This is an optimization exercise on Yosys and OpenROAD, whose aim is small area and a short achievable clock period, not a production implementation. In this exercise RTL edits were held to simulation tests only and were not proved equivalent to the original.

run A:
// mult_div_pipe
module mult_div_pipe (
    input clk,
    input reset_n,
    input logic op_i,
    input logic [FUNCT7_SIZE-1:0] funct7_i,
    input logic [FUNCT3_SIZE-1:0] funct3_i,
    input logic [WD_SIZE-1:0] op1_data_i,
    input logic [WD_SIZE-1:0] op2_data_i,
    input logic [INSTR_REG_SIZE-1:0] rd_i,
    input logic ctrl_reg_write_i,
    output logic [INSTR_REG_SIZE-1:0] rd_m0_o,
    output logic [INSTR_REG_SIZE-1:0] rd_m1_o,
    output logic [INSTR_REG_SIZE-1:0] rd_m2_o,
    output logic [INSTR_REG_SIZE-1:0] rd_m3_o,
    output logic [WD_SIZE-1:0] bypass_ml_data_o,
    output logic bypass_ctrl_reg_write_ml_o,
    output logic [INSTR_REG_SIZE-1:0] rd_o,
    output logic ctrl_reg_write_o,
    output logic valid_result_o,
    output logic [WD_SIZE-1:0] result_o
);
Size in the first run: roughly 370 flip-flops, ~0.061 sq mm of cells after synthesis.
Settings: LEC_CHECK=0, ABC_AREA=1, CAP_MARGIN=20, CORE_MARGIN=2, CORE_UTILIZATION=55, SLEW_MARGIN=20; clock period 115.0 ns.
standard.sh (not shown) runs the stock make flow with config.mk's settings and CLKGATE_MAP_FILE= SYNTH_SCRIPT=/design/flow/synth_recipe.tcl, a recipe that flattens the netlist after the stock synthesis.
==> flow/flow/run.sh <==
#!/bin/bash
# The standard layout, with repair_timing asked to leave a setup margin so
# that it shortens the register-to-register paths below the clock period.
# The clock period, the I/O delays and every other constraint are unchanged.
set -euo pipefail
export SETUP_SLACK_MARGIN=91
bash standard.sh > standard_flow.log 2>&1
Every stage of the flow completed for run A, and the final layout passed the timing, DRC and antenna checks.
Relative to run A, the following input files were edited for run B:
--- a/flow/flow/run.sh
+++ b/flow/flow/run.sh
@@ -6 +6 @@
-export SETUP_SLACK_MARGIN=91
+export SETUP_SLACK_MARGIN=89
Findings:
Comparing the two runs side by side, run B comes out behind run A on final worst setup slack. Taking run A as the reference, in run B final period demand of the worst path shows an increase of 620 ps; global-route usage shows a reduction of 0.89 points; fmax shows a reduction of 2.5%. Delta (run B minus run A): worst hold slack flat; sequential share of layout area +0.69 points. Compared with run A, run B shows maximum net fanout on the critical path higher by 29. Number of cells on the critical path delta for run B relative to run A: 156 higher. Sort run A and run B by final standard cell utilization of the core, ascending, and run B comes first.
The following lists how run C was set up differently from run B:
==> flow/flow/run.sh <==
#!/bin/bash
# The standard layout, with two changes to how it is made:
# - repair_timing is asked to leave a setup margin, so that it shortens the
#   register-to-register paths well below the clock period;
# - the port buffers are buf_4 cells instead of the delay buffers that
#   buffer_ports picks by default.
# The clock period, the I/O delays and every other constraint are unchanged;
# every port still gets its own buffer.
set -euo pipefail
export SETUP_SLACK_MARGIN=90
export BUFFER_PORTS_ARGS="-buffer_cell sky130_fd_sc_hd__buf_4"
bash standard.sh > standard_flow.log 2>&1
## What came out
- Run B finished every stage and its layout cleared the timing, DRC and antenna checks.
- Run C went all the way through the flow, and no timing, DRC or antenna check failed.
- Run C against run B; post-CTS repair timing setup buffer count is up by more than half.
- Run C vs. run B: worst hold slack increased by 3.9 ps relative to the old numbers.
- The non-filler instance count after layout reported for run C is greater than that of run B by 129.
[inputs] run D vs run C
==> flow/flow/run.sh <==
#!/bin/bash
# The standard layout, with repair_timing asked to leave a setup margin so
# that it shortens the register-to-register paths below the clock period.
# The clock period, the I/O delays and every other constraint are unchanged.
set -euo pipefail
export SETUP_SLACK_MARGIN=90
bash standard.sh > standard_flow.log 2>&1
Findings:
Post-route clock period utilization was lower in run C than in run D. Taking run C as the reference, in run D met3 global-route usage saw a decrease; non-clock buffer count now sits lower; number of flip-flops and latches in the synthesized netlist level.

--- another note on this design; it stands on its own ---

// mult_div_pipe
module mult_div_pipe (
    input clk,
    input reset_n,
    input logic op_i,
    input logic [FUNCT7_SIZE-1:0] funct7_i,
    input logic [FUNCT3_SIZE-1:0] funct3_i,
    input logic [WD_SIZE-1:0] op1_data_i,
    input logic [WD_SIZE-1:0] op2_data_i,
    input logic [INSTR_REG_SIZE-1:0] rd_i,
    input logic ctrl_reg_write_i,
    output logic [INSTR_REG_SIZE-1:0] rd_m0_o,
    output logic [INSTR_REG_SIZE-1:0] rd_m1_o,
    output logic [INSTR_REG_SIZE-1:0] rd_m2_o,
    output logic [INSTR_REG_SIZE-1:0] rd_m3_o,
    output logic [WD_SIZE-1:0] bypass_ml_data_o,
    output logic bypass_ctrl_reg_write_ml_o,
    output logic [INSTR_REG_SIZE-1:0] rd_o,
    output logic ctrl_reg_write_o,
    output logic valid_result_o,
    output logic [WD_SIZE-1:0] result_o
);
localparam integer K1 = 13;    
localparam integer K2 = 22;    
logic sa_i, sb_i;
assign sa_i = funct3_i[2] ? ~funct3_i[0] : (funct3_i[1] ^ funct3_i[0]);
assign sb_i = funct3_i[2] ? ~funct3_i[0] : (funct3_i[1:0] == 2'b01);
logic v0, w0, na0, nb0;
logic [4:0] rd0;
logic [2:0] f0;
logic [31:0] a0, b0;
always_ff @(posedge clk) begin
    a0 <= op1_data_i;
    b0 <= op2_data_i;
    f0 <= funct3_i;
    na0 <= sa_i & op1_data_i[31];
    nb0 <= sb_i & op2_data_i[31];
    if (!reset_n) begin
        v0 <= 1'b0;
        w0 <= 1'b0;
        rd0 <= 5'b0;
    end else begin
        v0 <= op_i && (funct7_i == F7_MULDIV) && ctrl_reg_write_i;
        w0 <= ctrl_reg_write_i;
        rd0 <= ctrl_reg_write_i ? rd_i : 5'b0;
    end
end
logic [31:0] ua0, ub0;
cond_neg nga (.x (a0), .n (na0), .c (1'b1), .y (ua0));
  ...
Size in the first run: ~9300 cells after synthesis, about 380 flip-flops.
export LEC_CHECK = 0
export ABC_AREA = 1
export CAP_MARGIN = 20
export CORE_MARGIN = 2
export CORE_UTILIZATION = 55
export GPL_ROUTABILITY_DRIVEN = 0
export PLACE_DENSITY = 0.7
export SLEW_MARGIN = 20
create_clock -name core_clock -period 115.0 [get_ports {clk}]
standard.sh (not shown) runs the stock make flow with config.mk's settings and CLKGATE_MAP_FILE= SYNTH_SCRIPT=/design/flow/synth_recipe.tcl, a recipe that flattens the netlist after the stock synthesis.
==> flow/flow/run.sh <==
#!/bin/bash
# The standard layout, with two changes to how it is made:
# - repair_timing is asked to leave a setup margin, so that it shortens the
#   register-to-register paths well below the clock period;
# - the port buffers are buf_4 cells instead of the delay buffers that
#   buffer_ports picks by default.
# The clock period, the I/O delays and every other constraint are unchanged;
# every port still gets its own buffer.
set -euo pipefail
export SETUP_SLACK_MARGIN=90
export BUFFER_PORTS_ARGS="-buffer_cell sky130_fd_sc_hd__buf_4"
bash standard.sh > standard_flow.log 2>&1
The starting point went through all stages and came out clean.
Edit:
GPL_ROUTABILITY_DRIVEN = default   (was 0)
PLACE_DENSITY = default   (was 0.7)
Final cell count stays flat.
Wire length increases by about 3.6%.
Clock-buffer cell count falls by 4.
Global-route usage grows by 1.4 points.
Worst setup slack degrades by 0.10 ns.
Fmax shrinks by 0.42%.
Area after synthesis stays the same.
Critical path depth fell by 159.
Sequential share of layout area is about the same.
Utilization climbs by 0.27 points.

-- re-timing with driven ports --
No port has a modelled driver above. Below, the same layouts with a new extraction and two added sets of constraints. Step 1: set_driving_cell puts a clkbuf_16 on clk and a buf_2 on each other input, an assumption about the parent block. Step 2 also shifts input and output timing later by t, the mid clock arrival at the registers, as if the neighbouring blocks saw the same clock. Three values: ideal ports, drivers, drivers and shift; two values: the first two.
run	shift t [ns]	slack for setup (ns)	worst register clock-pin slew, ns	worst data-port slew with drivers (ns)	pins driven straight from the clock port
run A	0.669	90.945 / 90.873 / 90.726	0.07 / 0.07	0.05	1
run B	0.669	90.324 / 90.324 / 90.088	0.07 / 0.07	0.06	1
run C	0.657	90.804 / 90.804 / 90.804	0.08 / 0.08	0.06	1
run D	0.657	90.491 / 90.428 / 90.078	0.07 / 0.07	0.06	1
the first run of note 2	0.637	90.857 / 90.801 / 90.857	0.07 / 0.07	0.05	1
the second run of note 2	0.656	90.754 / 90.686 / 90.910	0.08 / 0.08	0.05	1
After both steps setup and hold are still met in every run listed. The setup slack of run D, which loses most, moves by -0.063 ns with the drivers and by -0.413 ns with both steps.
